From an optimization exercise on the open Yosys and OpenROAD flow, aimed at small area; shortcuts taken in it are not production practice. In this exercise RTL edits were held to simulation tests only and were not proved equivalent to the original. No driver is modelled on the clock port, so clocking that relies on it looks cheaper here than on a real chip. Power and IR drop assume default switching activity.

==> flow/design.v (outline; a module is shown in full before it is edited, if it fits) <==
// module c6288_top: 139 lines
// module Circuit6288h: 41 lines
// module TopLevel6288b: 1341 lines
// module nd: 4 lines
// module iv: 4 lines
// module fa: 5 lines
// module ha: 5 lines
// module xn: 4 lines
// module o2: 4 lines
// module incb: 5 lines
// module incl: 4 lines
// module aoi: 4 lines
// module oai: 4 lines
// module xo: 4 lines
// module ndb: 4 lines
// module cco: 4 lines
module c6288_top (clk,
    in256, in239, in222, in205, in188, in171, in154, in137, in120, in103, in86, in69, in52, in35, in18, in1, in528, in511, in494, in477, in460, in443, in426, in409, in392, in375, in358, in341, in324, in307, in290, in273,
    out6287, out6288, out6280, out6270, out6260, out6250, out6240, out6230, out6220, out6210, out6200, out6190, out6180, out6170, out6160, out6150, out6123, out5971, out5672, out5308, out4946, out4591, out4241, out3895, out3552, out3211, out2877, out2548, out2223, out1901, out1581, out545);
  // ...
==> flow/flow/run.sh <==
#!/bin/bash
set -euo pipefail
bash standard.sh \
  "BUFFER_PORTS_ARGS=-inputs -buffer_cell sky130_fd_sc_hd__buf_1" \
  "PRE_GLOBAL_PLACE_TCL=$PWD/flow/outbuf.tcl" \
  "POST_FLOORPLAN_TCL=$PWD/flow/downsize.tcl" \
  "PRE_CTS_TCL=$PWD/flow/clkbuf.tcl" \
  "CTS_ARGS=-clk_nets clk -dont_use_dummy_load" \
  finish > standard_flow.log 2>&1
==> flow/flow/clkbuf.tcl <==
# Clock tree by hand: the clock port drives 4 clock buffers; the
# flip-flops are split into 4 sectors by their angle around the core
# centre, and each buffer sits at the centre of its sector's flip-flops and
# drives them.  TritonCTS is then told to skip the clock net (CTS_ARGS).
set ngroups 4
set bufcell sky130_fd_sc_hd__clkbuf_4
set block [ord::get_db_block]
set dbu [$block getDbUnitsPerMicron]
set core [$block getCoreArea]
set cx [expr { ([$core xMin] + [$core xMax]) / 2.0 }]
set cy [expr { ([$core yMin] + [$core yMax]) / 2.0 }]
set sinks {}
foreach pin [get_pins -of_objects [get_nets clk] -filter "direction == input"] {
  set inst [$block findInst [get_full_name [get_cells -of_objects $pin]]]
  set loc [$inst getLocation]
  set a [expr { atan2([lindex $loc 1] - $cy, [lindex $loc 0] - $cx) }]
  lappend sinks [list $a [lindex $loc 0] [lindex $loc 1] [get_full_name $pin]]
}
set sinks [lsort -real -index 0 $sinks]
set n [llength $sinks]
# rotate the start so that the largest angular gap separates the first and last sector
set best 0; set gap -1
for {set k 0} {$k < $n} {incr k} {
  set a0 [lindex $sinks [expr { ($k + $n - 1) % $n }] 0]
  set a1 [lindex $sinks $k 0]
  set d [expr { $a1 - $a0 }]
  if { $d < 0 } { set d [expr { $d + 2 * 3.14159265 }] }
  if { $d > $gap } { set gap $d; set best $k }
}
set sinks [concat [lrange $sinks $best end] [lrange $sinks 0 [expr { $best - 1 }]]]
for {set i 0} {$i < $ngroups} {incr i} {
  set lo [expr { $i * $n / $ngroups }]
  set hi [expr { ($i + 1) * $n / $ngroups - 1 }]
  set sx 0.0; set sy 0.0; set pins {}
  foreach s [lrange $sinks $lo $hi] {
    set sx [expr { $sx + [lindex $s 1] }]
    set sy [expr { $sy + [lindex $s 2] }]
    lappend pins [get_pins [lindex $s 3]]
  }
  set m [llength $pins]
  insert_buffer -buffer_cell $bufcell -net clk -load_pins $pins \
    -location [list [expr { $sx / $m / $dbu }] [expr { $sy / $m / $dbu }]] \
    -buffer_name clkbuf_s$i -net_name clk_s$i
}
puts "clock split into $ngroups buffers over $n flip-flops"
global_connect
detailed_placement
==> flow/flow/downsize.tcl <==
# Area recovery after synthesis: ABC sizes some logic gates up for a load it
# assumes; set every such gate back to its smallest (_1) size with the same
# function.  The later timing repairs size gates up again where a path needs it.
set n 0
foreach inst [[ord::get_db_block] getInsts] {
  set m [[$inst getMaster] getName]
  if { [regexp {^(sky130_fd_sc_hd__(a21oi|a21o|and2|or2|o21ai|nand2|nor2|xnor2|xor2|inv|ha|fa))_[248]$} $m -> base] } {
    replace_cell [$inst getName] ${base}_1
    incr n
  }
}
puts "downsized $n gates"
==> flow/flow/outbuf.tcl <==
# Buffer every output port with the smallest buffer and keep those buffers
# (global_place.tcl's remove_buffers would otherwise take them out again).
# The inputs are buffered by the standard buffer_ports call after this hook.
buffer_ports -outputs -buffer_cell sky130_fd_sc_hd__buf_1
# connect the new buffers' power and ground pins by the design's global rules
global_connect
set n 0
foreach port [get_ports out*] {
  set net [get_nets [get_full_name $port]]
  foreach pin [get_pins -of_objects $net -filter "direction == output"] {
    set_dont_touch [get_cells -of_objects $pin]
    incr n
  }
}
puts "dont_touch set on $n output buffers"
if { $n != 32 } { error "expected 32 output buffers, found $n" }
==> flow/standard.sh <==
#!/bin/bash
# synth_recipe.tcl (not shown) runs the flow's synth.tcl, then flattens the netlist and writes it again
# the make line also repeats each setting of config.mk as NAME=value (left out here)
make -C /OpenROAD-flow-scripts/flow DESIGN_CONFIG=/design/flow/config.mk WORK_HOME=/design/flow/orfs CLKGATE_MAP_FILE= SYNTH_SCRIPT=/design/flow/synth_recipe.tcl "${@:-finish}"
==> flow/config.mk <==
export PLATFORM = sky130hd
export DESIGN_NAME = c6288_top
export DESIGN_NICKNAME = c6288_top
export VERILOG_FILES = /design/flow/design.v
export SDC_FILE = /design/flow/constraint.sdc
export NUM_CORES = 4
export LEC_CHECK = 0
export CAP_MARGIN = 20
export CORE_MARGIN = 2
export CORE_UTILIZATION = 50
export GPL_TIMING_DRIVEN = 0
export SETUP_SLACK_MARGIN = -0.4
export SLEW_MARGIN = 20
export SYNTH_HIERARCHICAL = 1
export SYNTH_MINIMUM_KEEP_SIZE = 0
==> flow/constraint.sdc <==
create_clock -name core_clock -period 10.0 [get_ports {clk}]
set_input_delay 2.0000 -clock core_clock [delete_from_list [all_inputs] [get_ports {clk}]]
set_output_delay 2.0000 -clock core_clock [all_outputs]
set_load 0.01 [all_outputs]
==> flow_summary.ini, run 1 <==
[run_status]
status = no timing/DRC/antenna violations

[yosys]
synthMuxAreaShare = 0
synth_top_family_by_area = adder cells
synth_top_area_cell = fa_1
synth-compound-area-share = 0.0244
synth.distinct_cells = 10
synth_area_per_cell_sq_um = 10.7

[power]
powerDensity_nw_per_um2 = 298
pg_comb_mw = 1.78
p_sw_frac = 0.464

[final_layout]
seq_area_sq_um = 641
design.seq.count = 32
dominant-cell-class = multi-input combinational cells
nMultiInputCombCells = 569
fin_cells = 851

[placed_design]
dp_cells = 846
io_buffers = 64
place_congestion = 0.791

[sta]
fmax_mhz = 104
fin_hold_ws_ns = 2.29
final.min_clock_period_ns = 9.66
setup_viol = 0

[drt]
drt-pass1-iter-count = 5
met2WireLength_um = 8150
drtIter0Drc = 242

[worst_setup_path]
crit_cells = 32
endpoint_kind = flop
cp_max_fo = 16
worst-path-buf-inv = 2

[global_routing]
grtUsageMet3 = 0.0174
grt.met1_usage = 0.355

[floorplanning]
dieArea_sq_um = 14000
rows = 41
n_tap_cell = 172

[flow_run]
maxCapViolations = 0

[clock_network]
cts_setup_buffers = 0
==> run 2, diff against run 1 <==
--- a/flow/design.v
+++ b/flow/design.v
@@ -1350,180 +1350,185 @@
   wire c910;
   fa u911 (.a(c818), .b(c907), .c(s821), .s(s909), .co(c910));
   wire s912;
   wire c913;
   fa u914 (.a(c822), .b(s824), .c(c910), .s(s912), .co(c913));
   wire s915;
   wire c916;
   fa u917 (.a(c825), .b(s827), .c(c913), .s(s915), .co(c916));
-  wire s918;
-  wire c919;
-  fa u920 (.a(c828), .b(s830), .c(c916), .s(s918), .co(c919));
-  wire s921;
-  wire c922;
-  fa u923 (.a(c831), .b(s833), .c(c919), .s(s921), .co(c922));
-  iv u924 (.a(n_0_0), .y(P[0]));
-  iv u925 (.a(s902), .y(P[1]));
-  iv u926 (.a(s906), .y(P[2]));
-  iv u927 (.a(s909), .y(P[3]));
-  iv u928 (.a(s912), .y(P[4]));
-  iv u929 (.a(s915), .y(P[5]));
-  iv u930 (.a(s918), .y(P[6]));
-  iv u931 (.a(s921), .y(P[7]));
-  wire p932;
-  wire g933;
-  ha u934 (.a(c834), .b(s836), .s(p932), .co(g933));
-  xn u935 (.a(p932), .b(c922), .y(P[8]));
-  wire cb936;
-  aoi u937 (.a(p932), .b(c922), .c(g933), .y(cb936));
-  wire pb938;
-  wire gb939;
-  xn u940 (.a(c837), .b(s839), .y(pb938));
-  nd u941 (.a(c837), .b(s839), .y(gb939));
-  xn u942 (.a(pb938), .b(cb936), .y(P[9]));
-  wire c943;
-  oai u944 (.a(pb938), .b(cb936), .c(gb939), .y(c943));
-  wire p945;
-  wire g946;
-  ha u947 (.a(c840), .b(s842), .s(p945), .co(g946));
-  xn u948 (.a(p945), .b(c943), .y(P[10]));
-  wire cb949;
-  aoi u950 (.a(p945), .b(c943), .c(g946), .y(cb949));
-  wire pb951;
-  wire gb952;
-  xn u953 (.a(c843), .b(s845), .y(pb951));
-  nd u954 (.a(c843), .b(s845), .y(gb952));
-  xn u955 (.a(pb951), .b(cb949), .y(P[11]));
-  wire c956;
-  oai u957 (.a(pb951), .b(cb949), .c(gb952), .y(c956));
-  wire p958;
-  wire g959;
-  ha u960 (.a(c846), .b(s848), .s(p958), .co(g959));
-  xn u961 (.a(p958), .b(c956), .y(P[12]));
-  wire cb962;
-  aoi u963 (.a(p958), .b(c956), .c(g959), .y(cb962));
-  wire pb964;
-  wire gb965;
-  xn u966 (.a(c849), .b(s851), .y(pb964));
-  nd u967 (.a(c849), .b(s851), .y(gb965));
-  xn u968 (.a(pb964), .b(cb962), .y(P[13]));
-  wire c969;
-  oai u970 (.a(pb964), .b(cb962), .c(gb965), .y(c969));
-  wire p971;
-  wire g972;
-  ha u973 (.a(c852), .b(s854), .s(p971), .co(g972));
-  xn u974 (.a(p971), .b(c969), .y(P[14]));
-  wire cb975;
-  aoi u976 (.a(p971), .b(c969), .c(g972), .y(cb975));
-  wire pb977;
-  wire gb978;
-  xn u979 (.a(c855), .b(s857), .y(pb977));
-  nd u980 (.a(c855), .b(s857), .y(gb978));
-  xn u981 (.a(pb977), .b(cb975), .y(P[15]));
-  wire c982;
-  oai u983 (.a(pb977), .b(cb975), .c(gb978), .y(c982));
-  wire p984;
-  wire g985;
-  ha u986 (.a(c858), .b(s860), .s(p984), .co(g985));
-  xn u987 (.a(p984), .b(c982), .y(P[16]));
-  wire cb988;
-  aoi u989 (.a(p984), .b(c982), .c(g985), .y(cb988));
-  wire pb990;
-  wire gb991;
-  xn u992 (.a(c861), .b(s863), .y(pb990));
-  nd u993 (.a(c861), .b(s863), .y(gb991));
-  xn u994 (.a(pb990), .b(cb988), .y(P[17]));
-  wire c995;
-  oai u996 (.a(pb990), .b(cb988), .c(gb991), .y(c995));
-  wire p997;
-  wire g998;
-  ha u999 (.a(c864), .b(s866), .s(p997), .co(g998));
-  xn u1000 (.a(p997), .b(c995), .y(P[18]));
-  wire cb1001;
-  aoi u1002 (.a(p997), .b(c995), .c(g998), .y(cb1001));
-  wire pb1003;
-  wire gb1004;
-  xn u1005 (.a(c867), .b(s869), .y(pb1003));
-  nd u1006 (.a(c867), .b(s869), .y(gb1004));
-  xn u1007 (.a(pb1003), .b(cb1001), .y(P[19]));
-  wire c1008;
-  oai u1009 (.a(pb1003), .b(cb1001), .c(gb1004), .y(c1008));
-  wire p1010;
-  wire g1011;
-  ha u1012 (.a(c870), .b(s872), .s(p1010), .co(g1011));
-  xn u1013 (.a(p1010), .b(c1008), .y(P[20]));
-  wire cb1014;
-  aoi u1015 (.a(p1010), .b(c1008), .c(g1011), .y(cb1014));
-  wire pb1016;
-  wire gb1017;
-  xn u1018 (.a(c873), .b(s875), .y(pb1016));
-  nd u1019 (.a(c873), .b(s875), .y(gb1017));
-  xn u1020 (.a(pb1016), .b(cb1014), .y(P[21]));
-  wire c1021;
-  oai u1022 (.a(pb1016), .b(cb1014), .c(gb1017), .y(c1021));
-  wire p1023;
-  wire g1024;
-  ha u1025 (.a(c876), .b(s878), .s(p1023), .co(g1024));
-  xn u1026 (.a(p1023), .b(c1021), .y(P[22]));
-  wire cb1027;
-  aoi u1028 (.a(p1023), .b(c1021), .c(g1024), .y(cb1027));
-  wire pb1029;
-  wire gb1030;
-  xn u1031 (.a(c879), .b(s881), .y(pb1029));
-  nd u1032 (.a(c879), .b(s881), .y(gb1030));
-  xn u1033 (.a(pb1029), .b(cb1027), .y(P[23]));
-  wire c1034;
-  oai u1035 (.a(pb1029), .b(cb1027), .c(gb1030), .y(c1034));
-  wire p1036;
-  wire g1037;
-  ha u1038 (.a(c882), .b(s884), .s(p1036), .co(g1037));
-  xn u1039 (.a(p1036), .b(c1034), .y(P[24]));
-  wire cb1040;
-  aoi u1041 (.a(p1036), .b(c1034), .c(g1037), .y(cb1040));
-  wire pb1042;
-  wire gb1043;
-  xn u1044 (.a(s887), .b(c885), .y(pb1042));
-  nd u1045 (.a(s887), .b(c885), .y(gb1043));
-  xn u1046 (.a(pb1042), .b(cb1040), .y(P[25]));
-  wire c1047;
-  oai u1048 (.a(pb1042), .b(cb1040), .c(gb1043), .y(c1047));
-  wire p1049;
-  wire g1050;
-  ha u1051 (.a(s890), .b(c888), .s(p1049), .co(g1050));
-  xn u1052 (.a(p1049), .b(c1047), .y(P[26]));
-  wire cb1053;
-  aoi u1054 (.a(p1049), .b(c1047), .c(g1050), .y(cb1053));
-  wire pb1055;
-  wire gb1056;
-  xn u1057 (.a(s893), .b(c891), .y(pb1055));
-  nd u1058 (.a(s893), .b(c891), .y(gb1056));
-  xn u1059 (.a(pb1055), .b(cb1053), .y(P[27]));
-  wire c1060;
-  oai u1061 (.a(pb1055), .b(cb1053), .c(gb1056), .y(c1060));
-  wire p1062;
-  wire g1063;
-  ha u1064 (.a(s896), .b(c894), .s(p1062), .co(g1063));
-  xn u1065 (.a(p1062), .b(c1060), .y(P[28]));
-  wire cb1066;
-  aoi u1067 (.a(p1062), .b(c1060), .c(g1063), .y(cb1066));
-  wire pb1068;
-  wire gb1069;
-  xn u1070 (.a(s899), .b(c897), .y(pb1068));
-  nd u1071 (.a(s899), .b(c897), .y(gb1069));
-  xn u1072 (.a(pb1068), .b(cb1066), .y(P[29]));
-  wire c1073;
-  oai u1074 (.a(pb1068), .b(cb1066), .c(gb1069), .y(c1073));
-  wire p1075;
-  wire g1076;
-  ha u1077 (.a(n_15_15), .b(c900), .s(p1075), .co(g1076));
-  xn u1078 (.a(p1075), .b(c1073), .y(P[30]));
-  wire cb1079;
-  aoi u1080 (.a(p1075), .b(c1073), .c(g1076), .y(cb1079));
-  assign P[31] = cb1079;
+  iv u918 (.a(n_0_0), .y(P[0]));
+  iv u919 (.a(s902), .y(P[1]));
+  iv u920 (.a(s906), .y(P[2]));
+  iv u921 (.a(s909), .y(P[3]));
+  iv u922 (.a(s912), .y(P[4]));
+  iv u923 (.a(s915), .y(P[5]));
+  wire p924;
+  wire g925;
+  ha u926 (.a(c828), .b(s830), .s(p924), .co(g925));
+  xn u927 (.a(p924), .b(c916), .y(P[6]));
+  wire cb928;
+  aoi u929 (.a(p924), .b(c916), .c(g925), .y(cb928));
+  wire pb930;
+  wire gb931;
+  xn u932 (.a(c831), .b(s833), .y(pb930));
+  nd u933 (.a(c831), .b(s833), .y(gb931));
+  xn u934 (.a(pb930), .b(cb928), .y(P[7]));
+  wire c935;
+  oai u936 (.a(pb930), .b(cb928), .c(gb931), .y(c935));
+  wire p937;
+  wire g938;
+  ha u939 (.a(c834), .b(s836), .s(p937), .co(g938));
+  xn u940 (.a(p937), .b(c935), .y(P[8]));
+  wire cb941;
+  aoi u942 (.a(p937), .b(c935), .c(g938), .y(cb941));
+  wire pb943;
+  wire gb944;
+  xn u945 (.a(c837), .b(s839), .y(pb943));
+  nd u946 (.a(c837), .b(s839), .y(gb944));
+  xn u947 (.a(pb943), .b(cb941), .y(P[9]));
+  wire c948;
+  oai u949 (.a(pb943), .b(cb941), .c(gb944), .y(c948));
+  wire p950;
+  wire g951;
+  ha u952 (.a(c840), .b(s842), .s(p950), .co(g951));
+  xn u953 (.a(p950), .b(c948), .y(P[10]));
+  wire cb954;
+  aoi u955 (.a(p950), .b(c948), .c(g951), .y(cb954));
+  wire pb956;
+  wire gb957;
+  xn u958 (.a(c843), .b(s845), .y(pb956));
+  nd u959 (.a(c843), .b(s845), .y(gb957));
+  xn u960 (.a(pb956), .b(cb954), .y(P[11]));
+  wire c961;
+  oai u962 (.a(pb956), .b(cb954), .c(gb957), .y(c961));
+  wire p963;
+  wire g964;
+  ha u965 (.a(c846), .b(s848), .s(p963), .co(g964));
+  xn u966 (.a(p963), .b(c961), .y(P[12]));
+  wire cb967;
+  aoi u968 (.a(p963), .b(c961), .c(g964), .y(cb967));
+  wire pb969;
+  wire gb970;
+  xn u971 (.a(c849), .b(s851), .y(pb969));
+  nd u972 (.a(c849), .b(s851), .y(gb970));
+  xn u973 (.a(pb969), .b(cb967), .y(P[13]));
+  wire c974;
+  oai u975 (.a(pb969), .b(cb967), .c(gb970), .y(c974));
+  wire p976;
+  wire g977;
+  ha u978 (.a(c852), .b(s854), .s(p976), .co(g977));
+  xn u979 (.a(p976), .b(c974), .y(P[14]));
+  wire cb980;
+  aoi u981 (.a(p976), .b(c974), .c(g977), .y(cb980));
+  wire pb982;
+  wire gb983;
+  xn u984 (.a(c855), .b(s857), .y(pb982));
+  nd u985 (.a(c855), .b(s857), .y(gb983));
+  xn u986 (.a(pb982), .b(cb980), .y(P[15]));
+  wire c987;
+  oai u988 (.a(pb982), .b(cb980), .c(gb983), .y(c987));
+  wire p989;
+  wire g990;
+  ha u991 (.a(c858), .b(s860), .s(p989), .co(g990));
+  xn u992 (.a(p989), .b(c987), .y(P[16]));
+  wire cb993;
+  aoi u994 (.a(p989), .b(c987), .c(g990), .y(cb993));
+  wire pb995;
+  wire gb996;
+  xn u997 (.a(c861), .b(s863), .y(pb995));
+  nd u998 (.a(c861), .b(s863), .y(gb996));
+  xn u999 (.a(pb995), .b(cb993), .y(P[17]));
+  wire c1000;
+  oai u1001 (.a(pb995), .b(cb993), .c(gb996), .y(c1000));
+  wire p1002;
+  wire g1003;
+  ha u1004 (.a(c864), .b(s866), .s(p1002), .co(g1003));
+  xn u1005 (.a(p1002), .b(c1000), .y(P[18]));
+  wire cb1006;
+  aoi u1007 (.a(p1002), .b(c1000), .c(g1003), .y(cb1006));
+  wire pb1008;
+  wire gb1009;
+  xn u1010 (.a(c867), .b(s869), .y(pb1008));
+  nd u1011 (.a(c867), .b(s869), .y(gb1009));
+  xn u1012 (.a(pb1008), .b(cb1006), .y(P[19]));
+  wire c1013;
+  oai u1014 (.a(pb1008), .b(cb1006), .c(gb1009), .y(c1013));
+  wire p1015;
+  wire g1016;
+  ha u1017 (.a(c870), .b(s872), .s(p1015), .co(g1016));
+  xn u1018 (.a(p1015), .b(c1013), .y(P[20]));
+  wire cb1019;
+  aoi u1020 (.a(p1015), .b(c1013), .c(g1016), .y(cb1019));
+  wire pb1021;
+  wire gb1022;
+  xn u1023 (.a(c873), .b(s875), .y(pb1021));
+  nd u1024 (.a(c873), .b(s875), .y(gb1022));
+  xn u1025 (.a(pb1021), .b(cb1019), .y(P[21]));
+  wire c1026;
+  oai u1027 (.a(pb1021), .b(cb1019), .c(gb1022), .y(c1026));
+  wire p1028;
+  wire g1029;
+  ha u1030 (.a(c876), .b(s878), .s(p1028), .co(g1029));
+  xn u1031 (.a(p1028), .b(c1026), .y(P[22]));
+  wire cb1032;
+  aoi u1033 (.a(p1028), .b(c1026), .c(g1029), .y(cb1032));
+  wire pb1034;
+  wire gb1035;
+  xn u1036 (.a(c879), .b(s881), .y(pb1034));
+  nd u1037 (.a(c879), .b(s881), .y(gb1035));
+  xn u1038 (.a(pb1034), .b(cb1032), .y(P[23]));
+  wire c1039;
+  oai u1040 (.a(pb1034), .b(cb1032), .c(gb1035), .y(c1039));
+  wire p1041;
+  wire g1042;
+  ha u1043 (.a(c882), .b(s884), .s(p1041), .co(g1042));
+  xn u1044 (.a(p1041), .b(c1039), .y(P[24]));
+  wire cb1045;
+  aoi u1046 (.a(p1041), .b(c1039), .c(g1042), .y(cb1045));
+  wire pb1047;
+  wire gb1048;
+  xn u1049 (.a(s887), .b(c885), .y(pb1047));
+  nd u1050 (.a(s887), .b(c885), .y(gb1048));
+  xn u1051 (.a(pb1047), .b(cb1045), .y(P[25]));
+  wire c1052;
+  oai u1053 (.a(pb1047), .b(cb1045), .c(gb1048), .y(c1052));
+  wire p1054;
+  wire g1055;
+  ha u1056 (.a(s890), .b(c888), .s(p1054), .co(g1055));
+  xn u1057 (.a(p1054), .b(c1052), .y(P[26]));
+  wire cb1058;
+  aoi u1059 (.a(p1054), .b(c1052), .c(g1055), .y(cb1058));
+  wire pb1060;
+  wire gb1061;
+  xn u1062 (.a(s893), .b(c891), .y(pb1060));
+  nd u1063 (.a(s893), .b(c891), .y(gb1061));
+  xn u1064 (.a(pb1060), .b(cb1058), .y(P[27]));
+  wire c1065;
+  oai u1066 (.a(pb1060), .b(cb1058), .c(gb1061), .y(c1065));
+  wire p1067;
+  wire g1068;
+  ha u1069 (.a(s896), .b(c894), .s(p1067), .co(g1068));
+  xn u1070 (.a(p1067), .b(c1065), .y(P[28]));
+  wire cb1071;
+  aoi u1072 (.a(p1067), .b(c1065), .c(g1068), .y(cb1071));
+  wire pb1073;
+  wire gb1074;
+  xn u1075 (.a(s899), .b(c897), .y(pb1073));
+  nd u1076 (.a(s899), .b(c897), .y(gb1074));
+  xn u1077 (.a(pb1073), .b(cb1071), .y(P[29]));
+  wire c1078;
+  oai u1079 (.a(pb1073), .b(cb1071), .c(gb1074), .y(c1078));
+  wire p1080;
+  wire g1081;
+  ha u1082 (.a(n_15_15), .b(c900), .s(p1080), .co(g1081));
+  xn u1083 (.a(p1080), .b(c1078), .y(P[30]));
+  wire cb1084;
+  aoi u1085 (.a(p1080), .b(c1078), .c(g1081), .y(cb1084));
+  assign P[31] = cb1084;
 endmodule  
 module nd (a, b, y);
   input a, b; output y;
   assign y = ~(a & b);
 endmodule
 module iv (a, y);
   input a; output y;
   assign y = ~a;
==> flow/flow/run.sh (replaced) <==
#!/bin/bash
set -euo pipefail
bash standard.sh \
  "BUFFER_PORTS_ARGS=-inputs -buffer_cell sky130_fd_sc_hd__buf_1" \
  "PRE_GLOBAL_PLACE_TCL=$PWD/flow/outbuf.tcl" \
  "PRE_CTS_TCL=$PWD/flow/clkbuf.tcl" \
  "CTS_ARGS=-clk_nets clk -dont_use_dummy_load" \
  finish > standard_flow.log 2>&1
==> flow/config.mk (replaced) <==
export PLATFORM = sky130hd
export DESIGN_NAME = c6288_top
export DESIGN_NICKNAME = c6288_top
export VERILOG_FILES = /design/flow/design.v
export SDC_FILE = /design/flow/constraint.sdc
export NUM_CORES = 4
export LEC_CHECK = 0
export CAP_MARGIN = 20
export CORE_MARGIN = 2
export CORE_UTILIZATION = 40
export GPL_TIMING_DRIVEN = 0
export SLEW_MARGIN = 20
export SYNTH_HIERARCHICAL = 1
export SYNTH_MINIMUM_KEEP_SIZE = 0
removed: flow/flow/downsize.tcl
==> run 2 against run 1 <==
Against the previous run: still clean on timing, DRC and antenna; via count rose by 1.5%; maximum frequency rose by 2.2%; cell area rose by 1.3%; core utilization fell by 11 points; clock power fell by 5.5%; wire length rose by 0.62%; critical path depth fell by 1; setup slack improved by 0.21 ns; sequential cell count did not move.
==> flow_summary.ini, run 2 <==
[sta]
setup_viol = 0
setup_slack_ns = 0.549
finalCritPeriodShare = 0.945
grt_setup_unrepaired = no
relSlewSlack = 0.290
finalHoldViolCount = 0
fmax_mhz = 106
slew_violations = 0
final.min_clock_period_ns = 9.45
worst_pin_slew_ns = 1.07
tns_ns = 0
fin_hold_ws_ns = 2.39

[floorplanning]
die_w_um = 132
core-area_sq_um = 15900
die_h_um = 132
rows = 46
dieArea_sq_um = 17400
initial_utilization = 0.412
io-pin-count = 65

[placed_design]
dp_cells = 893
place_ws_ns = 0.348
hpwlAfterDp_um = 12400
io_buffers = 64
place_congestion = 0.847
dpl_cell_area_sq_um = 7070

[power]
sequentialPowerShare = 0.115
clock_power_share = 0.025
finalPower_mw = 2.19
pwr-share-comb = 0.859
powerDensity_nw_per_um2 = 308
peakVddDrop_uv = 221
p_leak_nw = 2.34
p_sw_frac = 0.466
p_int_mw = 1.17
p_sw_mw = 1.02

[final_layout]
fin_cells = 897
fin_nets = 928
area_delta_synth_final_pct = 8.24
design_area_sq_um = 7100
layout_commonest_cell = nand2_1
n_antenna_cell = 0
drive_gt1_frac = 0.0264
fin_util = 0.445
layout_common_cells = nand2_1, fa_1, buf_1
n_fill_cell = 1551

[worst_setup_path]
crit_path_max_incr_delay_ns = 0.75
critPathTopFamily = compound AO/OA/AOI/OAI gates
cpMostUsedCell = a21oi_2
timing_worst_setup_path_type = in2reg
setup.worst_path.start_class = input pin
slowest_stage = buf_1
endpoint_kind = flop
crit_cells = 31
cp.required_ns = 10.06
worst-path-buf-inv = 2
cp_max_fo = 16
crit_arrival_ns = 9.51

[drt]
drcViolationCount = 0
final_antenna_net_count = 0
drtIter0Drc = 303
via_per_inst = 5.33
drt-wirelength-per-cell_um = 18.3
drt-pass1-iter-count = 5
wl_um = 16400
via_count = 4779

[clock_network]
cts_resized = 0
cts_hold_buffers = 0
path_clk_slew_ns = 0.11
cts_setup_buffers = 0

[yosys]
yosysSeqAreaShare = 0.0976
syn_nets = 858
yosys_warnings = 7
synth_top_area_frac = 0.607
netlist_area_sq_um = 6560
synthTopCellsByCount = nand2_1, fa_1, xnor2_1
synth.distinct_cells = 10
synth_top_area_cell = fa_1
ys_seq_elements = 32
ys_top_cells_by_area = fa_1, nand2_1, dfxtp_1
yosysMostFrequentCell = nand2_1
synthCells = 613
synth-edff-count = 0
synth_area_per_cell_sq_um = 10.7
ys.flop_type = dfxtp_1
async_flop_share = 0

[global_routing]
grt_use_total = 0.200
antenna_found_initial = 1
grt_pass1_wl_um = 27900
grt_pass1_vias = 5458
grt_max_degree = 17
grt_overflow = 0

[run_status]
status = no timing/DRC/antenna violations

[worst_hold_path]
min-delay-path-class = in2reg
holdPathStages = 3

[flow_run]
maxCapViolations = 0
==> run 2: cell types whose count changed after synthesis, sizes merged <==
cell / before / now
ha: 12 / 13
a21oi: 12 / 13
inv: 8 / 6
nand2: 267 / 268
fa: 201 / 199
o21ai: 11 / 12
xnor2: 50 / 53
==> run 2: cell families (layout without fill, tap and decap cells) <==
family / Yosys count / after routing / share of synthesized area
AOI/OAI and AO/OA: 25 / 25 / 0.0265
xor gates and xnor gates: 53 / 53 / 0.0707
adders and majority gates: 212 / 212 / 0.632
buffers and inverters: 7 / 75 / 0.00458
DFF: 32 / 32 / 0.0976
and+or+nand+nor: 284 / 284 / 0.169
==> run 2: cell type report, without the clock buffers <==
type                            count  area, sq um  area share
Multi-Input combinational cell    574         5890       0.829
Sequential cell                    32          641      0.0902
Tap cell                          216          270      0.0381
Timing Repair Buffer               64          240      0.0338
Inverter                            6         22.5     0.00317
Buffer                              1         7.51     0.00106
==> run 2: routing by layer <==
metal | vias up | track usage | wire length [um]
li1 | 2015 | - | -
met1 | 2498 | 0.270 | 6350
met2 | 231 | 0.330 | 8080
met3 | 33 | 0.0342 | 1390
met4 | 2 | 0.0628 | 591
met5 | - | 0 | 10
==> run 2: tightest hold or removal path, cell delays in order <==
cell and delay, ns:
buf_1 0.33, nand2_1 0.15, inv_1 0.04
==> run 2: per-module statistics from Yosys (local to each module, per instance), a selection <==
| module | area [sq um] | cells |
|---|---|---|
| o2 | 6.26 | 1 |
| c6288_top | 641 | 32 |
| ha | 12.5 | 1 |
| iv | 3.75 | 1 |
| TopLevel6288b | 7.51 | 1 |
| fa | 20.0 | 1 |
| xn | 8.76 | 1 |
| nd | 3.75 | 1 |
| oai | 5.00 | 1 |
| aoi | 8.76 | 1 |
==> run 2: final timing paths <==
path,from,endpoint,slack [ns]
worst min-delay path,in273,out545$_DFF_P_,2.39
worst max-delay path,in120,out6287$_DFF_P_,0.55
==> run 2: power by group through the flow <==
stage | logic (mW) | registers, mW | clock network, mW
2_1_floorplan | 1.52 | 0.288 | 0
3_3_place_gp | 1.88 | 0.256 | 0
3_5_place_dp | 1.91 | 0.257 | 0
4_1_cts | 1.93 | 0.257 | 0.0384
5_1_grt | 2.14 | 0.259 | 0.0669
6_report | 1.88 | 0.253 | 0.0549
==> run 3, diff against run 2 <==
--- a/flow/config.mk
+++ b/flow/config.mk
@@ -5,6 +5,7 @@
 export SDC_FILE = /design/flow/constraint.sdc
 export NUM_CORES = 4
 export LEC_CHECK = 0
+export ABC_CLOCK_PERIOD_IN_PS = 10000
 export CAP_MARGIN = 20
 export CORE_MARGIN = 2
 export CORE_UTILIZATION = 40
==> run 3 against run 2 <==
Against the previous run: still clean on timing, DRC and antenna; sequential power is essentially flat; cell area is the same; combinational power is essentially flat; synthesized area is the same; total power is the same; largest power group unchanged; highest routed layer unchanged.
==> flow_summary.ini, run 3 <==
[worst_setup_path]
cpMostUsedCell = a21oi_2
endpoint_kind = flop
crit_path_max_incr_delay_ns = 0.75
slowest_stage = buf_1
setup.worst_path.start_class = input pin
cp.required_ns = 10.06
timing_worst_setup_path_type = in2reg
cp_max_fo = 16
crit_arrival_ns = 9.51

[placed_design]
hpwlAfterDp_um = 12400
place_ws_ns = 0.348
io_buffers = 64
place_congestion = 0.847

[sta]
relSlewSlack = 0.290
worst_pin_slew_ns = 1.07
final.min_clock_period_ns = 9.45
finalHoldViolCount = 0
finalCritPeriodShare = 0.945
setup_viol = 0
fmax_mhz = 106
grt_setup_unrepaired = no
tns_ns = 0
slew_violations = 0
setup_slack_ns = 0.549

[clock_network]
cts_resized = 0
path_clk_slew_ns = 0.11
cts_setup_buffers = 0
cts_hold_buffers = 0

[yosys]
yosys_warnings = 7
syn_nets = 858
synthCells = 613
netlist_area_sq_um = 6560
synth.distinct_cells = 10
yosysSeqAreaShare = 0.0976
async_flop_share = 0
synth-edff-count = 0
ys.flop_type = dfxtp_1
synth_top_area_cell = fa_1
synth_top_area_frac = 0.607
ys_top_cells_by_area = fa_1, nand2_1, dfxtp_1
ys_seq_elements = 32
synth_area_per_cell_sq_um = 10.7
yosysMostFrequentCell = nand2_1
synthTopCellsByCount = nand2_1, fa_1, xnor2_1

[power]
p_sw_frac = 0.466
peakVddDrop_uv = 221
clock_power_share = 0.025
sequentialPowerShare = 0.115
finalPower_mw = 2.19
p_int_mw = 1.17
pwr-share-comb = 0.859
p_sw_mw = 1.02
p_leak_nw = 2.34
powerDensity_nw_per_um2 = 308

[floorplanning]
die_w_um = 132
rows = 46
core-area_sq_um = 15900
dieArea_sq_um = 17400
initial_utilization = 0.412
die_h_um = 132
io-pin-count = 65

[worst_hold_path]
holdPathStages = 3
min-delay-path-class = in2reg

[global_routing]
grt_max_degree = 17
grt_use_total = 0.200
grt_pass1_vias = 5458
antenna_found_initial = 1
grt_pass1_wl_um = 27900
grt_overflow = 0

[drt]
drt-wirelength-per-cell_um = 18.3
via_per_inst = 5.33
wl_um = 16400
drt-pass1-iter-count = 5
final_antenna_net_count = 0
drcViolationCount = 0
via_count = 4779
drtIter0Drc = 303

[final_layout]
drive_gt1_frac = 0.0264
layout_common_cells = nand2_1, fa_1, buf_1
n_fill_cell = 1551
fin_nets = 928
area_delta_synth_final_pct = 8.24
fin_util = 0.445
n_antenna_cell = 0
layout_commonest_cell = nand2_1

[flow_run]
maxCapViolations = 0

[run_status]
status = no timing/DRC/antenna violations
[run 3: cell counts after synthesis]
No cell type changed its count.
[run 3: worst paths after layout]
kind / slack [ns] / end / from
min: 2.39 / out545$_DFF_P_ / in273
max: 0.55 / out6287$_DFF_P_ / in120
[run 3: logic make-up after synthesis]
| logic type | count (synthesis) | share of synthesized area |
|---|---|---|
| flops | 32 | 0.0976 |
| compound gates | 25 | 0.0265 |
| buf+inv | 7 | 0.00458 |
| fa+ha+maj | 212 | 0.632 |
| simple gates | 284 | 0.169 |
| xor+xnor | 53 | 0.0707 |
[run 3: power groups by stage]
| stage | Combinational, mW | Sequential (mW) | Clock, mW |
|---|---|---|---|
| 2_1_floorplan | 1.52 | 0.288 | 0 |
| 3_3_place_gp | 1.88 | 0.256 | 0 |
| 3_5_place_dp | 1.91 | 0.257 | 0 |
| 4_1_cts | 1.93 | 0.257 | 0.0384 |
| 5_1_grt | 2.14 | 0.259 | 0.0669 |
| 6_report | 1.88 | 0.253 | 0.0549 |
[run 3: metal layers]
layer	global-route usage	routed length, um	up-vias
met3	0.0342	1390	33
li1	-	-	2015
met2	0.330	8080	231
met5	0	10	-
met4	0.0628	591	2
met1	0.270	6350	2498
[run 3: per-stage QoR]
step                area, sq um  hold WS (ns)  cells
floorplan                  6560          2.09    613
global placement           7070          2.39    893
detailed placement         7070          2.39    893
CTS                        7100          2.39    897
global route               7100          2.45    897
finish                     7100          2.39    897
[run 3: cell type report, without the clock buffers]
cell class                 instances  area, sq um  share of cell area
timing repair buffer              64          240              0.0338
inverter                           6         22.5             0.00317
buffer                             1         7.51             0.00106
multi-input combinational        574         5890               0.829
sequential                        32          641              0.0902
tap                              216          270              0.0381
[run 3: modules after synthesis (local to each module, per instance), excerpt]
module / times used / cells / flip-flops and latches / cell area, sq um
c6288_top: 1 / 32 / 32 / 641
aoi: 13 / 1 / 0 / 8.76
iv: 6 / 1 / 0 / 3.75
fa: 199 / 1 / 0 / 20.0
nd: 268 / 1 / 0 / 3.75
ha: 13 / 1 / 0 / 12.5
o2: 16 / 1 / 0 / 6.26
oai: 12 / 1 / 0 / 5.00
xn: 53 / 1 / 0 / 8.76
TopLevel6288b: 1 / 1 / 0 / 7.51
[run 3: critical path, delay by kind of cell]
| kind | cells | cell delay [ns] |
|---|---|---|
| buffers and inverters | 2 | 0.88 |
| AO/OA/AOI/OAI | 23 | 4.19 |
| adder cells (fa/ha/maj) | 5 | 2.21 |
| AND/OR/NAND/NOR | 1 | 0.19 |
==> run 4, diff against run 3 <==
==> flow/flow/run.sh (replaced) <==
#!/bin/bash
set -euo pipefail
bash standard.sh \
  "BUFFER_PORTS_ARGS=-inputs -buffer_cell sky130_fd_sc_hd__buf_1" \
  "PRE_GLOBAL_PLACE_TCL=$PWD/flow/outbuf.tcl" \
  "POST_FLOORPLAN_TCL=$PWD/flow/downsize.tcl" \
  "PRE_CTS_TCL=$PWD/flow/clkbuf.tcl" \
  "CTS_ARGS=-clk_nets clk -dont_use_dummy_load" \
  finish > standard_flow.log 2>&1
==> flow/flow/downsize.tcl (new file) <==
# Area recovery after synthesis: ABC sizes some logic gates up for a load it
# assumes; set every such gate back to its smallest (_1) size with the same
# function.  The later timing repairs size gates up again where a path needs it.
set n 0
foreach inst [[ord::get_db_block] getInsts] {
  set m [[$inst getMaster] getName]
  if { [regexp {^(sky130_fd_sc_hd__(a21oi|a21o|and2|or2|o21ai|nand2|nor2|xnor2|xor2|inv|ha|fa))_[248]$} $m -> base] } {
    replace_cell [$inst getName] ${base}_1
    incr n
  }
}
puts "downsized $n gates"
--- a/flow/config.mk
+++ b/flow/config.mk
@@ -5,11 +5,11 @@
 export SDC_FILE = /design/flow/constraint.sdc
 export NUM_CORES = 4
 export LEC_CHECK = 0
-export ABC_CLOCK_PERIOD_IN_PS = 10000
 export CAP_MARGIN = 20
 export CORE_MARGIN = 2
 export CORE_UTILIZATION = 40
 export GPL_TIMING_DRIVEN = 0
+export SETUP_SLACK_MARGIN = -0.4
 export SLEW_MARGIN = 20
 export SYNTH_HIERARCHICAL = 1
 export SYNTH_MINIMUM_KEEP_SIZE = 0
==> run 4 against run 3 <==
Against the previous run: first-iteration DRC count is 9.2% higher; cell count is 0.11% higher; synthesized area stayed put; setup slack worse by 0.074 ns; worst hold slack better by 0.065 ns; global-route usage is 0.068 points lower; clock power is 2% higher; total power is 5.0% lower; via count is 1.0% higher; still clean on timing, DRC and antenna; combinational power is 6% lower.
==> flow_summary.ini, run 4 <==
[worst_setup_path]
cp.required_ns = 10.11
cpMostUsedCell = a21oi_1
crit_path_max_incr_delay_ns = 0.65
timing_worst_setup_path_type = in2reg
slowest_stage = buf_1
setup.worst_path.start_class = input pin
endpoint_kind = flop
cp_max_fo = 16
crit_arrival_ns = 9.64

[power]
peakVddDrop_uv = 292
p_leak_nw = 2.34
powerDensity_nw_per_um2 = 295

[clock_network]
cts_resized = 0
cts_hold_buffers = 0
cts_setup_buffers = 0
path_clk_slew_ns = 0.09

[final_layout]
multi_input_area_sq_um = 5840
layout_common_cells = nand2_1, fa_1, buf_1
layout_commonest_cell = nand2_1
fin_nets = 928
area_delta_synth_final_pct = 7.53
design_area_sq_um = 7060
seq_area_sq_um = 641
drive_gt1_frac = 0.00734
n_fill_cell = 1547

[floorplanning]
die_h_um = 132
dieArea_sq_um = 17400
initial_utilization = 0.412
die_w_um = 132
core-area_sq_um = 15900
io-pin-count = 65
rows = 46

[yosys]
synth_top_area_cell = fa_1
ys.flop_type = dfxtp_1
synth-edff-count = 0
yosysMostFrequentCell = nand2_1
synth_top_area_frac = 0.607
synthCells = 613
yosys_warnings = 7
ys_top_cells_by_area = fa_1, nand2_1, dfxtp_1
netlist_area_sq_um = 6560
async_flop_share = 0
ys_seq_elements = 32
synth_area_per_cell_sq_um = 10.7
synthTopCellsByCount = nand2_1, fa_1, xnor2_1
syn_nets = 858
synth.distinct_cells = 10
yosysSeqAreaShare = 0.0976

[global_routing]
grt_pass1_vias = 5432
grt_max_degree = 17
grt_overflow = 0
grt_pass1_wl_um = 27700
grt_use_total = 0.199
antenna_found_initial = 0

[drt]
drt-wirelength-per-cell_um = 18.5
wl_met1_um = 6280
drcViolationCount = 0
via_per_inst = 5.38
dr_wl_met3_um = 1380
drt-pass1-iter-count = 5
met2WireLength_um = 8580
wl_um = 16600
final_antenna_net_count = 0
via_count = 4829
drtIter0Drc = 331
top_layer = met4

[placed_design]
dpl_cell_area_sq_um = 7020
io_buffers = 64
place_congestion = 0.827
hpwlAfterDp_um = 12400

[run_status]
status = no timing/DRC/antenna violations

[sta]
finalCritPeriodShare = 0.952
final.min_clock_period_ns = 9.52
tns_ns = 0
slew_violations = 0
worst_pin_slew_ns = 1.10
relSlewSlack = 0.270
fmax_mhz = 105
finalHoldViolCount = 0
setup_viol = 0

[flow_run]
maxCapViolations = 0

[worst_hold_path]
min-delay-path-class = in2reg
## run 4: per-module statistics from Yosys (local to each module, per instance), excerpt
module	cells	flops+latches	copies in the design	cell area [sq um]
oai	1	0	12	5.00
xn	1	0	53	8.76
TopLevel6288b	1	0	1	7.51
iv	1	0	6	3.75
nd	1	0	268	3.75
o2	1	0	16	6.26
aoi	1	0	13	8.76
ha	1	0	13	12.5
fa	1	0	199	20.0
c6288_top	32	32	1	641
## run 4: logic make-up (layout without fill, tap and decap cells)
logic type	after synthesis	count (layout)	share of synthesized area
xor+xnor	53	53	0.0707
compound gates	25	25	0.0265
buf+inv	7	75	0.00458
other cells	0	1	0
fa+ha+maj	212	212	0.632
flops	32	32	0.0976
simple gates	284	284	0.169
## run 4: path summary, 6_finish.rpt
kind	start	endpoint	slack [ns]	cells after the start
setup / recovery	in290	out6287$_DFF_P_	0.48	33
hold / removal	in1	out545$_DFF_P_	2.45	3
## run 4: worst max-delay path: cells and delay by family
family / cells / cell delay (ns)
XOR/XNOR: 1 / 0.26
AO/OA/AOI/OAI: 25 / 4.71
buffers and inverters: 2 / 0.77
AND/OR/NAND/NOR: 1 / 0.18
adder cells (fa/ha/maj): 4 / 1.71
## run 4: area by class of cell, without the clock buffers
type / instances / share of cell area
flip-flops and latches: 32 / 0.0908
multi-input cells: 574 / 0.828
diodes: 1 / 0.000355
repair buffers: 64 / 0.0340
plain buffers: 1 / 0.00106
well taps: 216 / 0.0383
inverters: 6 / 0.00319
## run 4: through the flow
step,worst slack (ns),power [mW],hold slack (ns),util,std cells
floorplan,2.16,1.81,2.09,-,613
global placement,0.346,2.03,2.39,0.441,893
detailed placement,0.251,2.06,2.38,0.441,893
CTS,0.203,2.11,2.39,0.442,897
global route,-0.306,2.36,2.48,0.442,897
finish,0.475,2.08,2.45,0.443,898
## run 4: report_power, final
part	switching, mW	internal [mW]	total [mW]
clock	0.0369	0.0192	0.0561
combinational	0.908	0.864	1.77
sequential	0.0141	0.238	0.252
total	0.959	1.12	2.08
## run 4: metal layers
metal	track usage	vias to the layer above
li1	-	2017
met1	0.275	2549
met2	0.343	242
met3	0.0177	21
met4	0.0441	0
met5	0	-

-- what the ideal ports hide --
How much do the figures lean on ideal ports? The routed layouts below were timed once more, with nothing changed but the port constraints. Step 1 assumes that a clkbuf_16 drives the clock port and a buf_2 every other input. Step 2 times the ports against the registers' clock, not the clock port: input delays grow and output delays shrink by t, the midpoint of the rising clock arrivals with the driver on. Three values: ideal, step 1, step 2; two values: the first two.
run | t, ns | setup slack, ns | worst hold slack (ns) | slew at the worst register clock pin (ns) | cell pins on the clock port's net
run 1 | 0.232 | 0.343 / 0.383 / 0.151 | 2.285 / 2.238 / 2.416 | 0.11 / 0.11 | 4
run 2 | 0.234 | 0.549 / 0.595 / 0.361 | 2.386 / 2.336 / 2.409 | 0.11 / 0.11 | 4
run 3 | 0.234 | 0.549 / 0.595 / 0.361 | 2.386 / 2.336 / 2.409 | 0.11 / 0.11 | 4
run 4 | 0.231 | 0.475 / 0.514 / 0.282 | 2.451 / 2.402 / 2.410 | 0.11 / 0.11 | 4
After both steps every run listed still meets setup and hold. The setup slack of run 4, which loses most, moves by +0.039 ns with the drivers and by -0.193 ns with both steps.
